From an optimization exercise on the open Yosys and OpenROAD flow, aimed at small area and a short achievable clock period; shortcuts taken in it are not production practice.
No functional check of the RTL was part of this run.
Power is estimated from default activity; no workload was simulated.

==> design.v <==
module multiplier (a, b, prod, qnan, infinity, zero, normal, clk);
input [15:0] a, b;
input clk;
output [15:0] prod;
output qnan, infinity, zero, normal;
wire [4:0] ea = a[14:10], eb = b[14:10];
wire a_m0 = ~|a[9:0], b_m0 = ~|b[9:0];
wire a_e1 = &ea, b_e1 = &eb;
wire a_e0 = ~|ea, b_e0 = ~|eb;
wire a_n = ~a_e1 & ~a_e0, b_n = ~b_e1 & ~b_e0;
wire a_inf = a_e1 & a_m0, b_inf = b_e1 & b_m0;
wire a_zero = a_e0 & a_m0, b_zero = b_e0 & b_m0;
wire c_qnan = (a_inf & b_zero) | (b_inf & a_zero);
wire c_zero = ~a_inf & ~b_inf & (a_zero | b_zero);
wire c_fin = ~a_e1 & ~b_e1 & ~a_zero & ~b_zero;
wire [5:0] esum = ea + eb;
wire [4:0] pe_nn = ea + eb + 5'd17;
wire [4:0] c_pe0 = (a_n & b_n) ? pe_nn : a_n ? ea : b_n ? eb : 5'd15;
wire c_f0 = c_fin & (~(a_n & b_n) | (esum <= 6'd45));
wire c_f1 = c_fin & ((a_n & b_n) ? (esum <= 6'd44) : a_n ? (ea != 5'd30) : b_n ? (eb != 5'd30) : 1'b1);
reg [10:0] sa, sb;
reg sgn1, qn1, zr1, f01, f11;
reg [4:0] pe1;
always @(posedge clk) begin
  sa <= {a_n, a[9:0]};
  sb <= {b_n, b[9:0]};
  sgn1 <= a[15] ^ b[15];
  qn1 <= c_qnan;
  zr1 <= c_zero;
  f01 <= c_f0;
  f11 <= c_f1;
  pe1 <= c_pe0;
end
wire pp_0_0 = sa[0] & sb[0];
wire pp_0_1 = sa[0] & sb[1];
wire pp_0_2 = sa[0] & sb[2];
wire pp_0_3 = sa[0] & sb[3];
wire pp_0_4 = sa[0] & sb[4];
wire pp_0_5 = sa[0] & sb[5];
wire pp_0_6 = sa[0] & sb[6];
wire pp_0_7 = sa[0] & sb[7];
wire pp_0_8 = sa[0] & sb[8];
wire pp_0_9 = sa[0] & sb[9];
wire pp_0_10 = sa[0] & sb[10];
wire pp_1_0 = sa[1] & sb[0];
wire pp_1_1 = sa[1] & sb[1];
wire pp_1_2 = sa[1] & sb[2];
wire pp_1_3 = sa[1] & sb[3];
wire pp_1_4 = sa[1] & sb[4];
wire pp_1_5 = sa[1] & sb[5];
wire pp_1_6 = sa[1] & sb[6];
wire pp_1_7 = sa[1] & sb[7];
wire pp_1_8 = sa[1] & sb[8];
wire pp_1_9 = sa[1] & sb[9];
wire pp_1_10 = sa[1] & sb[10];
wire pp_2_0 = sa[2] & sb[0];
wire pp_2_1 = sa[2] & sb[1];
wire pp_2_2 = sa[2] & sb[2];
wire pp_2_3 = sa[2] & sb[3];
wire pp_2_4 = sa[2] & sb[4];
wire pp_2_5 = sa[2] & sb[5];
wire pp_2_6 = sa[2] & sb[6];
wire pp_2_7 = sa[2] & sb[7];
wire pp_2_8 = sa[2] & sb[8];
wire pp_2_9 = sa[2] & sb[9];
wire pp_2_10 = sa[2] & sb[10];
wire pp_3_0 = sa[3] & sb[0];
wire pp_3_1 = sa[3] & sb[1];
wire pp_3_2 = sa[3] & sb[2];
wire pp_3_3 = sa[3] & sb[3];
wire pp_3_4 = sa[3] & sb[4];
wire pp_3_5 = sa[3] & sb[5];
wire pp_3_6 = sa[3] & sb[6];
wire pp_3_7 = sa[3] & sb[7];
wire pp_3_8 = sa[3] & sb[8];
wire pp_3_9 = sa[3] & sb[9];
wire pp_3_10 = sa[3] & sb[10];
wire pp_4_0 = sa[4] & sb[0];
wire pp_4_1 = sa[4] & sb[1];
wire pp_4_2 = sa[4] & sb[2];
wire pp_4_3 = sa[4] & sb[3];
wire pp_4_4 = sa[4] & sb[4];
wire pp_4_5 = sa[4] & sb[5];
wire pp_4_6 = sa[4] & sb[6];
wire pp_4_7 = sa[4] & sb[7];
wire pp_4_8 = sa[4] & sb[8];
wire pp_4_9 = sa[4] & sb[9];
wire pp_4_10 = sa[4] & sb[10];
wire pp_5_0 = sa[5] & sb[0];
wire pp_5_1 = sa[5] & sb[1];
wire pp_5_2 = sa[5] & sb[2];
wire pp_5_3 = sa[5] & sb[3];
wire pp_5_4 = sa[5] & sb[4];
wire pp_5_5 = sa[5] & sb[5];
wire pp_5_6 = sa[5] & sb[6];
wire pp_5_7 = sa[5] & sb[7];
wire pp_5_8 = sa[5] & sb[8];
wire pp_5_9 = sa[5] & sb[9];
wire pp_5_10 = sa[5] & sb[10];
wire pp_6_0 = sa[6] & sb[0];
wire pp_6_1 = sa[6] & sb[1];
wire pp_6_2 = sa[6] & sb[2];
wire pp_6_3 = sa[6] & sb[3];
wire pp_6_4 = sa[6] & sb[4];
wire pp_6_5 = sa[6] & sb[5];
wire pp_6_6 = sa[6] & sb[6];
wire pp_6_7 = sa[6] & sb[7];
wire pp_6_8 = sa[6] & sb[8];
wire pp_6_9 = sa[6] & sb[9];
wire pp_6_10 = sa[6] & sb[10];
wire pp_7_0 = sa[7] & sb[0];
wire pp_7_1 = sa[7] & sb[1];
wire pp_7_2 = sa[7] & sb[2];
wire pp_7_3 = sa[7] & sb[3];
wire pp_7_4 = sa[7] & sb[4];
wire pp_7_5 = sa[7] & sb[5];
wire pp_7_6 = sa[7] & sb[6];
wire pp_7_7 = sa[7] & sb[7];
wire pp_7_8 = sa[7] & sb[8];
wire pp_7_9 = sa[7] & sb[9];
wire pp_7_10 = sa[7] & sb[10];
wire pp_8_0 = sa[8] & sb[0];
wire pp_8_1 = sa[8] & sb[1];
wire pp_8_2 = sa[8] & sb[2];
wire pp_8_3 = sa[8] & sb[3];
wire pp_8_4 = sa[8] & sb[4];
wire pp_8_5 = sa[8] & sb[5];
wire pp_8_6 = sa[8] & sb[6];
wire pp_8_7 = sa[8] & sb[7];
wire pp_8_8 = sa[8] & sb[8];
wire pp_8_9 = sa[8] & sb[9];
wire pp_8_10 = sa[8] & sb[10];
wire pp_9_0 = sa[9] & sb[0];
wire pp_9_1 = sa[9] & sb[1];
wire pp_9_2 = sa[9] & sb[2];
wire pp_9_3 = sa[9] & sb[3];
wire pp_9_4 = sa[9] & sb[4];
wire pp_9_5 = sa[9] & sb[5];
wire pp_9_6 = sa[9] & sb[6];
wire pp_9_7 = sa[9] & sb[7];
wire pp_9_8 = sa[9] & sb[8];
wire pp_9_9 = sa[9] & sb[9];
wire pp_9_10 = sa[9] & sb[10];
wire pp_10_0 = sa[10] & sb[0];
wire pp_10_1 = sa[10] & sb[1];
wire pp_10_2 = sa[10] & sb[2];
wire pp_10_3 = sa[10] & sb[3];
wire pp_10_4 = sa[10] & sb[4];
wire pp_10_5 = sa[10] & sb[5];
wire pp_10_6 = sa[10] & sb[6];
wire pp_10_7 = sa[10] & sb[7];
wire pp_10_8 = sa[10] & sb[8];
wire pp_10_9 = sa[10] & sb[9];
wire pp_10_10 = sa[10] & sb[10];
wire s1 = pp_0_2 ^ pp_1_1;
wire c2 = pp_0_2 & pp_1_1;
wire s3 = pp_0_3 ^ pp_1_2 ^ pp_2_1;
wire c4 = (pp_0_3 & pp_1_2) | (pp_0_3 & pp_2_1) | (pp_1_2 & pp_2_1);
wire s5 = pp_3_0 ^ c2;
wire c6 = pp_3_0 & c2;
wire s7 = pp_0_4 ^ pp_1_3 ^ pp_2_2;
wire c8 = (pp_0_4 & pp_1_3) | (pp_0_4 & pp_2_2) | (pp_1_3 & pp_2_2);
wire s9 = pp_3_1 ^ pp_4_0 ^ c4;
wire c10 = (pp_3_1 & pp_4_0) | (pp_3_1 & c4) | (pp_4_0 & c4);
wire s11 = c6 ^ s7;
wire c12 = c6 & s7;
wire s13 = pp_0_5 ^ pp_1_4 ^ pp_2_3;
wire c14 = (pp_0_5 & pp_1_4) | (pp_0_5 & pp_2_3) | (pp_1_4 & pp_2_3);
wire s15 = pp_3_2 ^ pp_4_1 ^ pp_5_0;
wire c16 = (pp_3_2 & pp_4_1) | (pp_3_2 & pp_5_0) | (pp_4_1 & pp_5_0);
wire s17 = c8 ^ s13 ^ s15;
wire c18 = (c8 & s13) | (c8 & s15) | (s13 & s15);
wire s19 = c12 ^ c10;
wire c20 = c12 & c10;
wire s21 = pp_0_6 ^ pp_1_5 ^ pp_2_4;
wire c22 = (pp_0_6 & pp_1_5) | (pp_0_6 & pp_2_4) | (pp_1_5 & pp_2_4);
wire s23 = pp_3_3 ^ pp_4_2 ^ pp_5_1;
wire c24 = (pp_3_3 & pp_4_2) | (pp_3_3 & pp_5_1) | (pp_4_2 & pp_5_1);
wire s25 = pp_6_0 ^ c14 ^ c16;
wire c26 = (pp_6_0 & c14) | (pp_6_0 & c16) | (c14 & c16);
wire s27 = s21 ^ s23 ^ c18;
wire c28 = (s21 & s23) | (s21 & c18) | (s23 & c18);
wire s29 = s25 ^ c20;
wire c30 = s25 & c20;
wire s31 = pp_0_7 ^ pp_1_6 ^ pp_2_5;
wire c32 = (pp_0_7 & pp_1_6) | (pp_0_7 & pp_2_5) | (pp_1_6 & pp_2_5);
wire s33 = pp_3_4 ^ pp_4_3 ^ pp_5_2;
wire c34 = (pp_3_4 & pp_4_3) | (pp_3_4 & pp_5_2) | (pp_4_3 & pp_5_2);
wire s35 = pp_6_1 ^ pp_7_0 ^ c22;
wire c36 = (pp_6_1 & pp_7_0) | (pp_6_1 & c22) | (pp_7_0 & c22);
wire s37 = c24 ^ s31 ^ s33;
wire c38 = (c24 & s31) | (c24 & s33) | (s31 & s33);
wire s39 = c26 ^ s35 ^ s37;
wire c40 = (c26 & s35) | (c26 & s37) | (s35 & s37);
wire s41 = c28 ^ c30;
wire c42 = c28 & c30;
wire s43 = pp_0_8 ^ pp_1_7 ^ pp_2_6;
wire c44 = (pp_0_8 & pp_1_7) | (pp_0_8 & pp_2_6) | (pp_1_7 & pp_2_6);
wire s45 = pp_3_5 ^ pp_4_4 ^ pp_5_3;
wire c46 = (pp_3_5 & pp_4_4) | (pp_3_5 & pp_5_3) | (pp_4_4 & pp_5_3);
wire s47 = pp_6_2 ^ pp_7_1 ^ pp_8_0;
wire c48 = (pp_6_2 & pp_7_1) | (pp_6_2 & pp_8_0) | (pp_7_1 & pp_8_0);
wire s49 = c32 ^ c34 ^ s43;
wire c50 = (c32 & c34) | (c32 & s43) | (c34 & s43);
wire s51 = s45 ^ s47 ^ c36;
wire c52 = (s45 & s47) | (s45 & c36) | (s47 & c36);
wire s53 = c38 ^ s49 ^ s51;
wire c54 = (c38 & s49) | (c38 & s51) | (s49 & s51);
wire s55 = c40 ^ c42;
wire c56 = c40 & c42;
wire s57 = pp_0_9 ^ pp_1_8 ^ pp_2_7;
wire c58 = (pp_0_9 & pp_1_8) | (pp_0_9 & pp_2_7) | (pp_1_8 & pp_2_7);
wire s59 = pp_3_6 ^ pp_4_5 ^ pp_5_4;
wire c60 = (pp_3_6 & pp_4_5) | (pp_3_6 & pp_5_4) | (pp_4_5 & pp_5_4);
wire s61 = pp_6_3 ^ pp_7_2 ^ pp_8_1;
wire c62 = (pp_6_3 & pp_7_2) | (pp_6_3 & pp_8_1) | (pp_7_2 & pp_8_1);
wire s63 = pp_9_0 ^ c44 ^ c46;
wire c64 = (pp_9_0 & c44) | (pp_9_0 & c46) | (c44 & c46);
wire s65 = c48 ^ s57 ^ s59;
wire c66 = (c48 & s57) | (c48 & s59) | (s57 & s59);
wire s67 = s61 ^ c50 ^ s63;
wire c68 = (s61 & c50) | (s61 & s63) | (c50 & s63);
wire s69 = s65 ^ c52 ^ s67;
wire c70 = (s65 & c52) | (s65 & s67) | (c52 & s67);
wire s71 = c54 ^ c56;
wire c72 = c54 & c56;
wire s73 = pp_0_10 ^ pp_10_0 ^ pp_1_9;
wire c74 = (pp_0_10 & pp_10_0) | (pp_0_10 & pp_1_9) | (pp_10_0 & pp_1_9);
wire s75 = pp_2_8 ^ pp_3_7 ^ pp_4_6;
wire c76 = (pp_2_8 & pp_3_7) | (pp_2_8 & pp_4_6) | (pp_3_7 & pp_4_6);
wire s77 = pp_5_5 ^ pp_6_4 ^ pp_7_3;
wire c78 = (pp_5_5 & pp_6_4) | (pp_5_5 & pp_7_3) | (pp_6_4 & pp_7_3);
wire s79 = pp_8_2 ^ pp_9_1 ^ c58;
wire c80 = (pp_8_2 & pp_9_1) | (pp_8_2 & c58) | (pp_9_1 & c58);
wire s81 = c60 ^ c62 ^ s73;
wire c82 = (c60 & c62) | (c60 & s73) | (c62 & s73);
wire s83 = s75 ^ s77 ^ c64;
wire c84 = (s75 & s77) | (s75 & c64) | (s77 & c64);
wire s85 = c66 ^ s79 ^ s81;
wire c86 = (c66 & s79) | (c66 & s81) | (s79 & s81);
wire s87 = c68 ^ s83 ^ s85;
wire c88 = (c68 & s83) | (c68 & s85) | (s83 & s85);
wire s89 = c70 ^ s87;
wire c90 = c70 & s87;
wire s91 = pp_10_1 ^ pp_1_10 ^ pp_2_9;
wire c92 = (pp_10_1 & pp_1_10) | (pp_10_1 & pp_2_9) | (pp_1_10 & pp_2_9);
wire s93 = pp_3_8 ^ pp_4_7 ^ pp_5_6;
wire c94 = (pp_3_8 & pp_4_7) | (pp_3_8 & pp_5_6) | (pp_4_7 & pp_5_6);
wire s95 = pp_6_5 ^ pp_7_4 ^ pp_8_3;
wire c96 = (pp_6_5 & pp_7_4) | (pp_6_5 & pp_8_3) | (pp_7_4 & pp_8_3);
wire s97 = pp_9_2 ^ c74 ^ c76;
wire c98 = (pp_9_2 & c74) | (pp_9_2 & c76) | (c74 & c76);
wire s99 = c78 ^ s91 ^ s93;
wire c100 = (c78 & s91) | (c78 & s93) | (s91 & s93);
wire s101 = s95 ^ c80 ^ c82;
wire c102 = (s95 & c80) | (s95 & c82) | (c80 & c82);
wire s103 = s97 ^ s99 ^ c84;
wire c104 = (s97 & s99) | (s97 & c84) | (s99 & c84);
wire s105 = c86 ^ s101 ^ s103;
wire c106 = (c86 & s101) | (c86 & s103) | (s101 & s103);
wire s107 = c88 ^ s105;
wire c108 = c88 & s105;
wire s109 = pp_10_2 ^ pp_2_10 ^ pp_3_9;
wire c110 = (pp_10_2 & pp_2_10) | (pp_10_2 & pp_3_9) | (pp_2_10 & pp_3_9);
wire s111 = pp_4_8 ^ pp_5_7 ^ pp_6_6;
wire c112 = (pp_4_8 & pp_5_7) | (pp_4_8 & pp_6_6) | (pp_5_7 & pp_6_6);
wire s113 = pp_7_5 ^ pp_8_4 ^ pp_9_3;
wire c114 = (pp_7_5 & pp_8_4) | (pp_7_5 & pp_9_3) | (pp_8_4 & pp_9_3);
wire s115 = c92 ^ c94 ^ c96;
wire c116 = (c92 & c94) | (c92 & c96) | (c94 & c96);
wire s117 = s109 ^ s111 ^ s113;
wire c118 = (s109 & s111) | (s109 & s113) | (s111 & s113);
wire s119 = c98 ^ c100 ^ s115;
wire c120 = (c98 & c100) | (c98 & s115) | (c100 & s115);
wire s121 = s117 ^ c102 ^ s119;
wire c122 = (s117 & c102) | (s117 & s119) | (c102 & s119);
wire s123 = c104 ^ s121 ^ c106;
wire c124 = (c104 & s121) | (c104 & c106) | (s121 & c106);
wire s125 = pp_10_3 ^ pp_3_10 ^ pp_4_9;
wire c126 = (pp_10_3 & pp_3_10) | (pp_10_3 & pp_4_9) | (pp_3_10 & pp_4_9);
wire s127 = pp_5_8 ^ pp_6_7 ^ pp_7_6;
wire c128 = (pp_5_8 & pp_6_7) | (pp_5_8 & pp_7_6) | (pp_6_7 & pp_7_6);
wire s129 = pp_8_5 ^ pp_9_4 ^ c110;
wire c130 = (pp_8_5 & pp_9_4) | (pp_8_5 & c110) | (pp_9_4 & c110);
wire s131 = c112 ^ c114 ^ s125;
wire c132 = (c112 & c114) | (c112 & s125) | (c114 & s125);
wire s133 = s127 ^ c116 ^ c118;
wire c134 = (s127 & c116) | (s127 & c118) | (c116 & c118);
wire s135 = s129 ^ s131 ^ c120;
wire c136 = (s129 & s131) | (s129 & c120) | (s131 & c120);
wire s137 = s133 ^ c122 ^ s135;
wire c138 = (s133 & c122) | (s133 & s135) | (c122 & s135);
wire s139 = pp_10_4 ^ pp_4_10 ^ pp_5_9;
wire c140 = (pp_10_4 & pp_4_10) | (pp_10_4 & pp_5_9) | (pp_4_10 & pp_5_9);
wire s141 = pp_6_8 ^ pp_7_7 ^ pp_8_6;
wire c142 = (pp_6_8 & pp_7_7) | (pp_6_8 & pp_8_6) | (pp_7_7 & pp_8_6);
wire s143 = pp_9_5 ^ c126 ^ c128;
wire c144 = (pp_9_5 & c126) | (pp_9_5 & c128) | (c126 & c128);
wire s145 = s139 ^ s141 ^ c130;
wire c146 = (s139 & s141) | (s139 & c130) | (s141 & c130);
wire s147 = c132 ^ s143 ^ c134;
wire c148 = (c132 & s143) | (c132 & c134) | (s143 & c134);
wire s149 = s145 ^ c136 ^ s147;
wire c150 = (s145 & c136) | (s145 & s147) | (c136 & s147);
wire s151 = pp_10_5 ^ pp_5_10 ^ pp_6_9;
wire c152 = (pp_10_5 & pp_5_10) | (pp_10_5 & pp_6_9) | (pp_5_10 & pp_6_9);
wire s153 = pp_7_8 ^ pp_8_7 ^ pp_9_6;
wire c154 = (pp_7_8 & pp_8_7) | (pp_7_8 & pp_9_6) | (pp_8_7 & pp_9_6);
wire s155 = c140 ^ c142 ^ s151;
wire c156 = (c140 & c142) | (c140 & s151) | (c142 & s151);
wire s157 = s153 ^ c144 ^ s155;
wire c158 = (s153 & c144) | (s153 & s155) | (c144 & s155);
wire s159 = c146 ^ s157 ^ c148;
wire c160 = (c146 & s157) | (c146 & c148) | (s157 & c148);
wire s161 = pp_10_6 ^ pp_6_10 ^ pp_7_9;
wire c162 = (pp_10_6 & pp_6_10) | (pp_10_6 & pp_7_9) | (pp_6_10 & pp_7_9);
wire s163 = pp_8_8 ^ pp_9_7 ^ c152;
wire c164 = (pp_8_8 & pp_9_7) | (pp_8_8 & c152) | (pp_9_7 & c152);
wire s165 = c154 ^ s161 ^ c156;
wire c166 = (c154 & s161) | (c154 & c156) | (s161 & c156);
wire s167 = s163 ^ c158 ^ s165;
wire c168 = (s163 & c158) | (s163 & s165) | (c158 & s165);
wire s169 = pp_10_7 ^ pp_7_10 ^ pp_8_9;
wire c170 = (pp_10_7 & pp_7_10) | (pp_10_7 & pp_8_9) | (pp_7_10 & pp_8_9);
wire s171 = pp_9_8 ^ c162 ^ s169;
wire c172 = (pp_9_8 & c162) | (pp_9_8 & s169) | (c162 & s169);
wire s173 = c164 ^ s171 ^ c166;
wire c174 = (c164 & s171) | (c164 & c166) | (s171 & c166);
wire s175 = pp_10_8 ^ pp_8_10 ^ pp_9_9;
wire c176 = (pp_10_8 & pp_8_10) | (pp_10_8 & pp_9_9) | (pp_8_10 & pp_9_9);
wire s177 = c170 ^ s175 ^ c172;
wire c178 = (c170 & s175) | (c170 & c172) | (s175 & c172);
wire s179 = pp_10_9 ^ pp_9_10 ^ c176;
wire c180 = (pp_10_9 & pp_9_10) | (pp_10_9 & c176) | (pp_9_10 & c176);
wire [21:0] rowa = {1'b0, pp_10_10, s179, s177, c168, s167, c150, c138, s137, c108, c90, c72, s69, s53, s39, s29, s17, s11, s3, pp_2_0, pp_0_1, pp_0_0};
wire [21:0] rowb = {1'b0, c180, c178, c174, s173, c160, s159, s149, c124, s123, s107, s89, s71, s55, s41, s27, s19, s9, s5, s1, pp_1_0, 1'b0};
wire [21:0] pg_g = rowa & rowb;
wire [21:0] pg_p = rowa ^ rowb;
wire G0_1 = pg_g[1] | (pg_p[1] & pg_g[0]);
wire G0_3 = pg_g[3] | (pg_p[3] & pg_g[2]);
wire P0_3 = pg_p[3] & pg_p[2];
wire G0_5 = pg_g[5] | (pg_p[5] & pg_g[4]);
wire P0_5 = pg_p[5] & pg_p[4];
wire G0_7 = pg_g[7] | (pg_p[7] & pg_g[6]);
wire P0_7 = pg_p[7] & pg_p[6];
wire G0_9 = pg_g[9] | (pg_p[9] & pg_g[8]);
wire P0_9 = pg_p[9] & pg_p[8];
wire G0_11 = pg_g[11] | (pg_p[11] & pg_g[10]);
wire P0_11 = pg_p[11] & pg_p[10];
wire G0_13 = pg_g[13] | (pg_p[13] & pg_g[12]);
wire P0_13 = pg_p[13] & pg_p[12];
wire G0_15 = pg_g[15] | (pg_p[15] & pg_g[14]);
wire P0_15 = pg_p[15] & pg_p[14];
wire G0_17 = pg_g[17] | (pg_p[17] & pg_g[16]);
wire P0_17 = pg_p[17] & pg_p[16];
wire G0_19 = pg_g[19] | (pg_p[19] & pg_g[18]);
wire P0_19 = pg_p[19] & pg_p[18];
wire G0_21 = pg_g[21] | (pg_p[21] & pg_g[20]);
wire P0_21 = pg_p[21] & pg_p[20];
wire G1_2 = pg_g[2] | (pg_p[2] & G0_1);
wire G1_3 = G0_3 | (P0_3 & G0_1);
wire G1_6 = pg_g[6] | (pg_p[6] & G0_5);
wire P1_6 = pg_p[6] & P0_5;
wire G1_7 = G0_7 | (P0_7 & G0_5);
wire P1_7 = P0_7 & P0_5;
wire G1_10 = pg_g[10] | (pg_p[10] & G0_9);
wire P1_10 = pg_p[10] & P0_9;
wire G1_11 = G0_11 | (P0_11 & G0_9);
wire P1_11 = P0_11 & P0_9;
wire G1_14 = pg_g[14] | (pg_p[14] & G0_13);
wire P1_14 = pg_p[14] & P0_13;
wire G1_15 = G0_15 | (P0_15 & G0_13);
wire P1_15 = P0_15 & P0_13;
wire G1_18 = pg_g[18] | (pg_p[18] & G0_17);
wire P1_18 = pg_p[18] & P0_17;
wire G1_19 = G0_19 | (P0_19 & G0_17);
wire P1_19 = P0_19 & P0_17;
wire G2_4 = pg_g[4] | (pg_p[4] & G1_3);
wire G2_5 = G0_5 | (P0_5 & G1_3);
wire G2_6 = G1_6 | (P1_6 & G1_3);
wire G2_7 = G1_7 | (P1_7 & G1_3);
wire G2_12 = pg_g[12] | (pg_p[12] & G1_11);
wire P2_12 = pg_p[12] & P1_11;
wire G2_13 = G0_13 | (P0_13 & G1_11);
wire P2_13 = P0_13 & P1_11;
wire G2_14 = G1_14 | (P1_14 & G1_11);
wire P2_14 = P1_14 & P1_11;
wire G2_15 = G1_15 | (P1_15 & G1_11);
wire P2_15 = P1_15 & P1_11;
wire G2_20 = pg_g[20] | (pg_p[20] & G1_19);
wire P2_20 = pg_p[20] & P1_19;
wire G2_21 = G0_21 | (P0_21 & G1_19);
wire P2_21 = P0_21 & P1_19;
wire G3_8 = pg_g[8] | (pg_p[8] & G2_7);
wire G3_9 = G0_9 | (P0_9 & G2_7);
wire G3_10 = G1_10 | (P1_10 & G2_7);
wire G3_11 = G1_11 | (P1_11 & G2_7);
wire G3_12 = G2_12 | (P2_12 & G2_7);
wire G3_13 = G2_13 | (P2_13 & G2_7);
wire G3_14 = G2_14 | (P2_14 & G2_7);
wire G3_15 = G2_15 | (P2_15 & G2_7);
wire G4_16 = pg_g[16] | (pg_p[16] & G3_15);
wire G4_17 = G0_17 | (P0_17 & G3_15);
wire G4_18 = G1_18 | (P1_18 & G3_15);
wire G4_19 = G1_19 | (P1_19 & G3_15);
wire G4_20 = G2_20 | (P2_20 & G3_15);
wire G4_21 = G2_21 | (P2_21 & G3_15);
wire [22:0] cy;
assign cy[0] = 1'b0;
assign cy[1] = pg_g[0];
assign cy[2] = G0_1;
assign cy[3] = G1_2;
assign cy[4] = G1_3;
assign cy[5] = G2_4;
assign cy[6] = G2_5;
assign cy[7] = G2_6;
assign cy[8] = G2_7;
assign cy[9] = G3_8;
assign cy[10] = G3_9;
assign cy[11] = G3_10;
assign cy[12] = G3_11;
assign cy[13] = G3_12;
assign cy[14] = G3_13;
assign cy[15] = G3_14;
assign cy[16] = G3_15;
assign cy[17] = G4_16;
assign cy[18] = G4_17;
assign cy[19] = G4_18;
assign cy[20] = G4_19;
assign cy[21] = G4_20;
assign cy[22] = G4_21;
wire [21:0] raw = pg_p ^ cy[21:0];
wire [11:0] rhi = raw[21:10];
reg [11:0] r2;
reg sgn2, qn2, zr2, f02, f12;
reg [4:0] pe2;
always @(posedge clk) begin
  r2 <= rhi;
  sgn2 <= sgn1;
  qn2 <= qn1;
  zr2 <= zr1;
  f02 <= f01;
  f12 <= f11;
  pe2 <= pe1;
end
wire hi = r2[11];
wire fin = hi ? f12 : f02;
wire [9:0] sig = hi ? r2[10:1] : r2[9:0];
wire [4:0] pe = pe2 + hi;
assign qnan = qn2;
assign zero = zr2;
assign normal = fin;
assign infinity = ~qn2 & ~zr2 & ~fin;
assign prod[15] = sgn2;
assign prod[14:10] = fin ? pe : {5{~zr2}};
assign prod[9] = fin ? sig[9] : qn2;
assign prod[8:0] = fin ? sig[8:0] : {3'b000, qn2, 1'b0, qn2, 1'b0, qn2, 1'b0};
endmodule
==> run.sh <==
#!/bin/bash
# synth_recipe.tcl (not shown) runs the flow's synth.tcl, then flattens the netlist and writes it again
# the make line also repeats each setting of config.mk as NAME=value (left out here)
make -C /OpenROAD-flow-scripts/flow DESIGN_CONFIG=/design/flow/config.mk WORK_HOME=/design/flow/orfs CLKGATE_MAP_FILE= SYNTH_SCRIPT=/design/flow/synth_recipe.tcl finish
==> config.mk <==
export PLATFORM = sky130hd
export DESIGN_NAME = multiplier
export DESIGN_NICKNAME = multiplier
export VERILOG_FILES = /design/flow/design.v
export SDC_FILE = /design/flow/constraint.sdc
export NUM_CORES = 4
export LEC_CHECK = 0
export CAP_MARGIN = 20
export CORE_MARGIN = 2
export CORE_UTILIZATION = 40
export SLEW_MARGIN = 20
==> constraint.sdc <==
create_clock -name core_clock -period 12.0 [get_ports {clk}]
set_input_delay 2.4000 -clock core_clock [delete_from_list [all_inputs] [get_ports {clk}]]
set_output_delay 2.4000 -clock core_clock [all_outputs]
set_load 0.01 [all_outputs]
==> qor.yml <==
status: "timing/DRC/antenna clean"
grt_pass1_wl_mm: 21.40
worst_pin_slew_ns: 0.6867
synth-compound-area-share_pct: 7.822
diodes: 0
finalSetupTns_ns: 0
fp.dieH_um: 121.8
startpoint_type: "flip-flop"
cts_root_buffer: "clkbuf_16"
clock_latency_ns: 0.30
path_delay_family: "buffers and inverters"
routed_wl_mm: 11.93
place_congestion: 0.9991
grt_use_met2_pct: 33.34
seq_area_mm2: 0.001081
clock_path_buffers: 2
synth_area_mm2: 0.005550
yosysSeqAreaShare_pct: 19.48
required_ns: 9.60
synth_top_area_share_pct: 31.02
yosysWarnings: 1
vias_per_cell: 4.952
routedWlPerCell_um: 14.64
synth-seq-cells: 54
synth-xor-area-share_pct: 2.525
grt_usage_pct: 18.17
synthesis.nets: 758
drc: 0
cts_buffers: 5
initial_core_util_pct: 40.46
hold_slack_ns: 0.3276
post_cts_buffers: 0
max_stage_delay_ns: 0.74
row_count: 43
multi_input_area_mm2: 0.004006
powerDensity_mw_per_mm2: 190.1
relSlewSlack_pct: 52.91
critPathKind: "flip-flop to output port"
drv_slew: 0
min_path_type: "flip-flop to flip-flop"
cts_tree: "yes"
synth-adder-area-share_pct: 40.04
yosys.area.top_type: "fa_1"
hold_viol_final: 0
cts_resized: 0
synth_area_per_cell_um2: 9.266
drtIter0Drc: 139
final_layout_size_suffix_gt1_share_pct: 3.307
critPathBufInv: 2
max_freq_ghz: 0.1975
synth_cell_type_count: 48
ir_drop_mv: 0.1183
cp_slowest_cell: "dfxtp_1"
busiest_layer: "met2"
synth_area_leaders: "fa_1, dfxtp_1, and2_1"
cp.arrival_ns: 2.66
async_flop_share_pct: 0
nFillCells: 1335
syn2layout_area_growth_pct: 14.49
io_buffers: 52
rsz0062_at_grt: "false"
antenna_found_initial: 0
yosys.area_share.simple_pct: 20.54
grt_overflow: 0
postSynth.topFlopCell: "dfxtp_1"
clock_sinks: 54
firstDrtPassIters: 4
nets: 793
period_share_pct: 42.20
worstPathCellList: "mux2i_1 > inv_1 > nor3_1 > clkdlybuf4s50_1"
grtUsageMet3_pct: 1.873
syn_inst: 599
die_area_mm2: 0.01483
cts_htree_levels: 2
die_x_um: 121.8
crit_fanout: 16
num_vias: 4036
leakagePower_nw: 2.952
path_clk_slew_ns: 0.07
grt_use_met1_pct: 21.32
fin_skew_ns: 0.006001
maxCapViolations: 0
endpoint_kind: "output port"
synth_top_family_by_area: "adder cells"
synth-edff-count: 0
grt_max_degree: 20
setup_viol: 0
detail-route-antenna-nets: 0
postCtsHoldBufs: 0
period_needed_ns: 5.064
core-area_mm2: 0.01372
p_total_mw: 1.208
place_hpwl_mm: 10.12
grt_pass1_vias: 4572
muxShareOfSynthArea_pct: 1.262
io_pins: 53
Yosys cell counts (2+ instances only):
library cell and number:
inv_1 98, fa_1 86, and2_1 83, dfxtp_1 54
nand2_1 52, ha_1 40, nor2_1 27, clkbuf_1 22
a21oi_1 15, nand3_1 14, xnor2_1 11, mux2i_1 7
nor2b_1 7, nand2b_1 6, nor3_1 6, a21o_1 5
nor4_1 5, o21ai_0 5, xor2_1 5, a31oi_1 4
o31ai_1 4, and3_1 3, nand4_1 3, o211ai_1 3
or2_2 3, a21oi_2 2, a221oi_2 2, a41oi_1 2
nand4b_1 2, o21a_1 2, o21ai_1 2, o221ai_1 2
o22ai_1 2
state kept, by name, summed over array words and instances (netlist names), 5 cells and up:
register	cells
sb	11
pe2	5
sa	11
r2	12
pe1	5
placed cells by master, fill, tap and decap left out, types with 6 or more instances in the layout:
master,count
nor2_1,27
nor2b_1,7
a21oi_1,15
ha_1,40
mux2i_1,7
fa_1,86
dfxtp_1,54
nor3_1,6
nand2_1,52
nand2b_1,6
and2_1,83
inv_1,98
clkdlybuf4s50_1,52
xnor2_1,11
nand3_1,14
final cells by class:
cell class	count	share of cell area, %
clock inverter	3	0.4528
timing repair buffer	52	8.191
clock buffer	5	1.969
sequential	54	17.01
multi-input combinational	423	63.04
inverter	98	5.789
tap	180	3.544
layer usage:
layer / part of all wire, % / up-vias
met1: 41 / 1984
li1: - / 1954
met3: 2.8 / 23
met5: 0 / -
met2: 52 / 75
met4: 3.7 / 0
where the power goes:
group          internal (mW)  switching (mW)
clock                 0.0795          0.0677
sequential             0.225          0.0321
combinational          0.379           0.424
total                  0.684           0.524
worst paths after layout:
check	from	end	slack, ns	cells past startpoint
worst min register to register	sgn1	sgn2	0.33	0
worst max-delay path	r2[11]	infinity	6.94	4
worst max register to register	sb[1]	r2[7]	6.97	15
worst min-delay path	sgn1	sgn2	0.33	0
per-stage QoR:
| step | instance area [um2] | worst slack, ns | instances | utilization [%] |
|---|---|---|---|---|
| 2_1_floorplan | 5550 | 7.275 | 599 | - |
| 3_3_place_gp | 6201 | 7.080 | 807 | 45.20 |
| 3_5_place_dp | 6201 | 6.981 | 807 | 45.20 |
| 4_1_cts | 6355 | 6.853 | 815 | 46.32 |
| 5_1_grt | 6355 | 6.580 | 815 | 46.32 |
| 6_report | 6355 | 6.936 | 815 | 46.32 |
kinds of logic (layout without fill, tap and decap cells):
kind of cell,after synthesis,in the layout
mux,7,7
simple gates,215,215
flops,54,54
xor+xnor,16,16
buf+inv,122,158
fa+ha+maj,126,126
compound gates,59,59

[re-timing with driven ports]
How much do the figures lean on ideal ports? The routed layout below was timed once more, with nothing changed but the port constraints.
Step 1 (the two cells are an assumption about what drives the block):
set clk [get_ports {clk}]
set_driving_cell -lib_cell sky130_fd_sc_hd__clkbuf_16 $clk
set_driving_cell -lib_cell sky130_fd_sc_hd__buf_2 [delete_from_list [all_inputs] $clk]
Step 2 times the ports against the registers' clock, not the clock port: input delays grow and output delays shrink by t, the midpoint of the rising clock arrivals with the driver on.
a / b / c = no drivers / after step 1 / after step 2; a / b = the first two.
t, ns: 0.331
setup WS [ns]: 6.936 / 6.900 / 6.974
worst hold slack (ns): 0.328 / 0.328 / 0.328
latest minus earliest clock arrival (ns): 0.007 / 0.007
worst data-port slew with drivers (ns): 0.05
After both steps this run still meets setup and hold. The setup slack of this run moves by -0.036 ns with the drivers and by +0.038 ns with both steps.
